What follows belongs to an exercise in optimizing a design on an open flow for small area; a production flow would make more cautious choices.
The RTL was checked by simulation tests, not by an equivalence proof against the original design.

File: flow/config.mk
export PLATFORM = sky130hd
export DESIGN_NAME = vending_machine_topmodule
export DESIGN_NICKNAME = vending_machine_topmodule
export VERILOG_FILES = /design/flow/design.v
export SDC_FILE = /design/flow/constraint.sdc
export NUM_CORES = 4
export LEC_CHECK = 0
export CAP_MARGIN = 20
export CORE_MARGIN = 2
export CORE_UTILIZATION = 40
export PLACE_DENSITY = 0.6
export SLEW_MARGIN = 20
File: flow/constraint.sdc
create_clock -name core_clock -period 30.0 [get_ports {CLOCK_50}]
set_input_delay 6.0000 -clock core_clock [delete_from_list [all_inputs] [get_ports {CLOCK_50}]]
set_output_delay 6.0000 -clock core_clock [all_outputs]
set_load 0.01 [all_outputs]
File: flow/design.v
module vending_machine_topmodule(CLOCK_50, reset, KEY, SW, LEDG, HEX0, HEX1, HEX2, HEX3, LEDR);
  input CLOCK_50;
  input reset;
  input [2:0] KEY;
  input [7:0] SW;
  output [7:0] LEDG;
  output [6:0] HEX0, HEX1, HEX2, HEX3;
  output [3:0] LEDR;
  wire [11:0] money;
  wire clk;
  wire btnC,btnR,btnL;
  wire [3:0] thos,huns,tens,ones;
  assign btnC = KEY[2];
  assign btnR = KEY[0];
  assign btnL = KEY[1];
  assign clk = CLOCK_50;
  assign LEDR = 4'b0000;
  vending_machine vm( .clk(clk), .reset(reset), .coin1(btnR), .coin2(btnL), .select(SW[3:0]), .buy(btnC),
                      .load(SW[7:4]), .money(money), .products(LEDG[3:0]), .outofstock(LEDG[7:4]));
  binarytoBCD bcd1(money,thos,huns,tens,ones);
  decoder_7seg inst0 (ones, HEX0);
  decoder_7seg inst1 (tens, HEX1);
  decoder_7seg inst2 (huns, HEX2);
  decoder_7seg inst3 (thos, HEX3);
endmodule
module vending_machine(clk,reset,coin1,coin2,select,buy,load,money,products,outofstock);
  input clk;
  input reset;  
  input coin1;  
  input coin2;  
  input [3:0] select;
  input buy;
  input [3:0] load;
  output reg [11:0] money;
  output reg [3:0] products;
  output reg [3:0] outofstock;
  reg coin1_prev,coin2_prev;
  reg buy_prev;
  reg [3:0] stock1;
  reg [3:0] stock2;
  reg [3:0] stock3;
  reg [3:0] stock4;
  always @ (posedge clk) begin
   if (reset) begin
    money <= 12'd0; products <= 4'b0000; outofstock <= 4'b0000;
    coin1_prev <= 1'b0; coin2_prev <= 1'b0; buy_prev <= 1'b0;
    stock1 <= 4'b1111; stock2 <= 4'b1111; stock3 <= 4'b1111; stock4 <= 4'b1111;
   end else begin
    coin1_prev <= coin1; coin2_prev <= coin2; buy_prev <= buy;
    if (coin1_prev == 1'b0 && coin1 == 1'b1) money <= money + 12'd25;
    else if (coin2_prev == 1'b0 && coin2 == 1'b1) money <= money + 12'd100;
    else if (buy_prev == 1'b0 && buy == 1'b1)  begin
      case (select)
        4'b0001: 
          if (money >= 12'd25 && stock1 > 0) begin
	    products[0] <= 1'b1; stock1 <= stock1 - 1'b1; money <= money - 12'd25;
	  end
        4'b0010:
          if (money >= 12'd75 && stock2 > 0) begin
            products[1] <= 1'b1; stock2 <= stock2 - 1'b1; money <= money - 12'd75;
          end
        4'b0100:
          if (money >= 12'd150 && stock3 > 0) begin
            products[2] <= 1'b1; stock3 <= stock3 - 1'b1; money <= money - 12'd150;
          end
        4'b1000:
          if (money >= 12'd200 && stock4 > 0) begin
            products[3] <= 1'b1; stock4 <= stock4 - 1'b1; money <= money - 12'd200;
          end
      endcase
    end
    else if (buy_prev == 1'b1 && buy == 1'b0) begin
      products[0] <= 1'b0; products[1] <= 1'b0; products[2] <= 1'b0;    products[3] <= 1'b0;
    end
    else begin
      if (stock1 == 4'b0) outofstock[0] <= 1'b1; else outofstock[0] <= 1'b0;
      if (stock2 == 4'b0) outofstock[1] <= 1'b1; else outofstock[1] <= 1'b0;
      if (stock3 == 4'b0) outofstock[2] <= 1'b1; else outofstock[2] <= 1'b0;
      if (stock4 == 4'b0) outofstock[3] <= 1'b1; else outofstock[3] <= 1'b0;
      case (load)
        4'b0001: stock1 <= 4'b1111;
        4'b0010: stock2 <= 4'b1111;
        4'b0100: stock3 <= 4'b1111;
        4'b1000: stock4 <= 4'b1111;
      endcase
    end
   end
  end
endmodule
module binarytoBCD(binary,thos,huns,tens,ones);
  input [11:0] binary;
  output reg [3:0] thos, huns, tens, ones;
  reg [11:0] bcd_data;
  always @ (binary) begin
    bcd_data = binary;
    thos = bcd_data / 1000;
    bcd_data = bcd_data % 1000;
    huns = bcd_data / 100;
    bcd_data = bcd_data % 100;
    tens = bcd_data / 10;
    ones = bcd_data % 10;
  end
endmodule
module decoder_7seg(in1,out1);
  input [3:0] in1;
  output reg [6:0] out1;
  always @ (in1)
    case (in1)
      4'b0000 : out1=7'b1000000;  
      4'b0001 : out1=7'b1111001;  
      4'b0010 : out1=7'b0100100;  
      4'b0011 : out1=7'b0110000;  
      4'b0100 : out1=7'b0011001;  
      4'b0101 : out1=7'b0010010;  
      4'b0110 : out1=7'b0000010;  
      4'b0111 : out1=7'b1111000;  
      4'b1000 : out1=7'b0000000;  
      4'b1001 : out1=7'b0010000;  
      4'b1010 : out1=7'b0001000;  
      4'b1011 : out1=7'b0000011;  
      4'b1100 : out1=7'b1000110;  
      4'b1101 : out1=7'b0100001;  
      4'b1110 : out1=7'b0000110;  
      4'b1111 : out1=7'b0001110;  
    endcase
endmodule
File: flow/run.sh
#!/bin/bash
# synth_recipe.tcl (not shown) runs the flow's synth.tcl, then flattens the netlist and writes it again
# the make line also repeats each setting of config.mk as NAME=value (left out here)
make -C /OpenROAD-flow-scripts/flow DESIGN_CONFIG=/design/flow/config.mk WORK_HOME=/design/flow/orfs CLKGATE_MAP_FILE= SYNTH_SCRIPT=/design/flow/synth_recipe.tcl finish
==> summary.md <==
| Metric | Value |
|---|---|
| Status | `finished clean` |
| CTS sink cnt | `39` |
| Final Hold Fails | `0` |
| Ratio of cells with drive above 1 in the final layout | `8.214%` |
| Post-synthesis simple-gate area fraction | `between 30% and 40%` |
| 1st-iter DRT viols | `approximately 740` |
| Mux contribution to synthesized area | `3.503%` |
| Avg WL per Cell | `between 15 and 20 um` |
| Resize count post-CTS | `0` |
| Crit-path slowest cell | `nor2_1` |
| Cell depth of the worst flop-to-flop path | `13` |
| Clock Skew | `between 0.008 and 0.009 ns` |
| H-tree levels | `2` |
| Fillers | `2222` |
| Crit end category | `output port` |
| Placeable Area | `approximately 0.021 mm2` |
| Fin. max-slew vios | `0` |
| Least-Margin Pin Slew | `0.9588 ns` |
| Total grt overflow | `0` |
| Sequential area share after synthesis | `9.147%` |
| Compound-gate portion of the synthesized area | `38.04%` |
| Num rows | `53` |
| Syn Inst Count | `1249` |
| HP Class | `flip-flop to flip-flop` |
| Routed wire length | `25680 um` |
| Total GRT Usage | `22.37%` |
| Post-synthesis register bit count | `39` |
| Crit-path most repeated cell | `ha_1` |
| Kind of cell adding the most delay to the critical path | `compound AO/OA/AOI/OAI gates` |
| IO Port Bufs | `48` |
| Die X-Extent | `150.1 um` |
| Main combinational cell family by area after synthesis | `compound AO/OA/AOI/OAI gates` |
| Netlist cell types | `118` |
| Tmin final | `around 24 ns` |
| Die height | `150.1 um` |
| Detailed Place HPWL | `roughly 19000 um` |
| Placed Area | `0.009183 mm2` |
| Main synth FF type | `dfxtp_1` |
| Crit path buf inv count | `7` |
| # DRC | `0` |
| Kind of critical path | `flip-flop to output port` |
| Yosys warnings | `3` |
| Period utilisation layout | `78.86%` |
| Syn Std Cell Area | `0.008536 mm2` |
| Routability congestion estimate | `~0.94` |
| Clock root buffer | `clkbuf_16` |
| CP Launch Type | `flip-flop` |
| CTS tree | `done` |
| Initial Utilization | `~41%` |
| Ant diodes | `0` |
| Hold_buf cts | `0` |
| Finished Cell Area | `0.009324 mm2` |
| Vias in the first global route | `8495` |
| Hold Crit Depth | `2` |
| CTS max path bufs | `2` |
| First-pass GRT wire length | `42700 um` |
| DR vias/cell | `6.217` |
| Initial antenna violation count | `0` |
| Setup violators final | `0` |
| Detail Route Antenna Nets | `0` |
| XOR/XNOR share of the synthesized area | `5.512%` |
| Largest net degree at the start of global routing | `35` |
| Number of CTS-inserted buffers | `5` |
| Adder-cell share of the synthesized area | `8.253%` |
| RSZ-0062 raised after global routing | `false` |
| Crit path DAT | `between 15 and 20 ns` |
| Number of post-CTS setup repair buffers | `0` |
| CP Max Fanout | `17` |
| Max-capacitance violation count | `0` |
| Nets@finish | `1319` |
| Routed via count | `9506` |
| Post-synth EDFFs | `0` |
| WP depth | `62` |
| Max stage delay on crit path | `around 0.76 ns` |
| Fraction of registers with async set or reset after synthesis | `0%` |
| Syn Area/Cell | `6.834 um2` |
| Largest area contributor in the netlist | `dfxtp_1` |
| Top cells by area, synth | `dfxtp_1, ha_1, nor2_1` |
| Final setup TNS | `0 ns` |
| Clk slew on worst S/H paths | `0.07 ns` |
| FMAX | `0.04227 GHz` |
| Top cell type's share of synthesized area | `9.147%` |
| Clk Latency, worst-skew pair | `0.29 ns` |
| Slew HR | `about 36%` |
| Layout overhead on the synthesized area | `9.235%` |
| Drt pass-1 iters | `5` |
| Die area | `0.02252 mm2` |
| Critical Path RT | `24.00 ns` |
| I/O Pins | `53` |
cell usage after synthesis, types with 33 or more instances:
cell	instances
o21ai_0	83
clkbuf_1	38
inv_1	33
ha_1	53
dfxtp_1	39
nor2_1	135
nand3_1	45
nor3_1	51
xnor2_1	42
a21oi_1	89
nand2_1	125
registers in the layout, indices dropped and copies added, names as in the netlist:
signal and flops:
vm.stock3 4, vm.stock2 4, vm.money 12, vm.stock1 4
vm.outofstock 4, vm.products 4, vm.coin1_prev 1, vm.stock4 4
vm.coin2_prev 1, vm.buy_prev 1
final cells by class:
| cell class | instances | area (um2) | share of cell area [%] |
|---|---|---|---|
| Clock buffer | 6 | 128.9 | 1.382 |
| Tap cell | 275 | 344.1 | 3.690 |
| Inverter | 36 | 135.1 | 1.449 |
| Multi-Input combinational cell | 1107 | 7322 | 78.53 |
| Timing Repair Buffer | 64 | 600.6 | 6.441 |
| Clock inverter | 2 | 12.51 | 0.1342 |
| Sequential cell | 39 | 780.7 | 8.374 |
worst paths after layout:
kind | start | to | slack, ns
setup reg to reg | vm.money[3] | vm.money[8] | 26.04
hold / removal | vm.outofstock[1] | vm.outofstock[1] | 0.46
setup / recovery | vm.money[2] | HEX0[1] | 6.34
hold reg to reg | vm.outofstock[1] | vm.outofstock[1] | 0.46
metal layers:
metal  GRT usage, %  share of wire, %
met5              0                 0
met4          4.104               1.4
met2          36.46                45
met1          32.03                48
met3          2.348               5.9
stage by stage:
step                setup slack (ns)  utilization, %  hold slack (ns)  instances
floorplan                      10.05               -           0.4805       1252
global placement               7.184           43.82           0.4491       1521
detailed placement             6.788           43.82           0.4534       1521
CTS                            6.437           44.49           0.4664       1529
global route                   4.652           44.49           0.4757       1529
finish                         6.342           44.49           0.4615       1529
kinds of logic (layout without fill, tap and decap cells):
group	after synthesis	in the layout
XOR/XNOR	52	52
flip-flops	39	39
AO/OA/AOI/OAI	453	453
multiplexers	27	27
adder cells (fa/ha/maj)	57	57
AND/OR/NAND/NOR	514	514
buffers and inverters	106	108
other	1	4
worst reg2reg max path: cells and delay by family (launching register included):
family | cells | cell delay [ns]
AND/OR/NAND/NOR | 6 | 1.54
AO/OA/AOI/OAI | 4 | 0.75
buffers and inverters | 1 | 0.53
flip-flops | 1 | 0.47
adder cells (fa/ha/maj) | 1 | 0.32
XOR/XNOR | 1 | 0.20
cells in the final DEF, fill, tap and decap left out, drive strengths merged, types with 12 or more instances in the layout:
master	synthesis	routed
mux2i	19	19
dfxtp	39	39
and3	19	19
ha	53	53
buf	32	16
a21o	18	18
a31oi	24	24
nand2	125	125
a21oi	95	95
o211ai	22	22
a211oi	19	19
nor3	57	57
nand2b	19	19
clkdlybuf4s50	0	48
nor2	138	138
o31ai	12	12
nand3	46	46
xnor2	44	44
inv	36	36
o21a	14	14
o21ai	103	103
and2	25	25

afterwards: timing with drivers on the ports:
No port has a modelled driver above. Below, the same layout with a new extraction and two added sets of constraints.
Step 1 (the two cells are an assumption about what drives the block):
set clk [get_ports {CLOCK_50}]
set_driving_cell -lib_cell sky130_fd_sc_hd__clkbuf_16 $clk
set_driving_cell -lib_cell sky130_fd_sc_hd__buf_2 [delete_from_list [all_inputs] $clk]
Step 2, shift: input delay + t, output delay - t, t = (earliest + latest rising clock arrival at the registers) / 2. This alone moves slack from input paths to output paths.
a / b / c = no drivers / after step 1 / after step 2; a / b = the first two.
shift t [ns]: 0.318
setup WS [ns]: 6.342 / 6.309 / 6.627
hold slack, ns: 0.462 / 0.462 / 0.462
latest minus earliest clock arrival (ns): 0.009 / 0.009
After both steps setup and hold are still met in this run. The setup slack of this run moves by -0.033 ns with the drivers and by +0.285 ns with both steps.
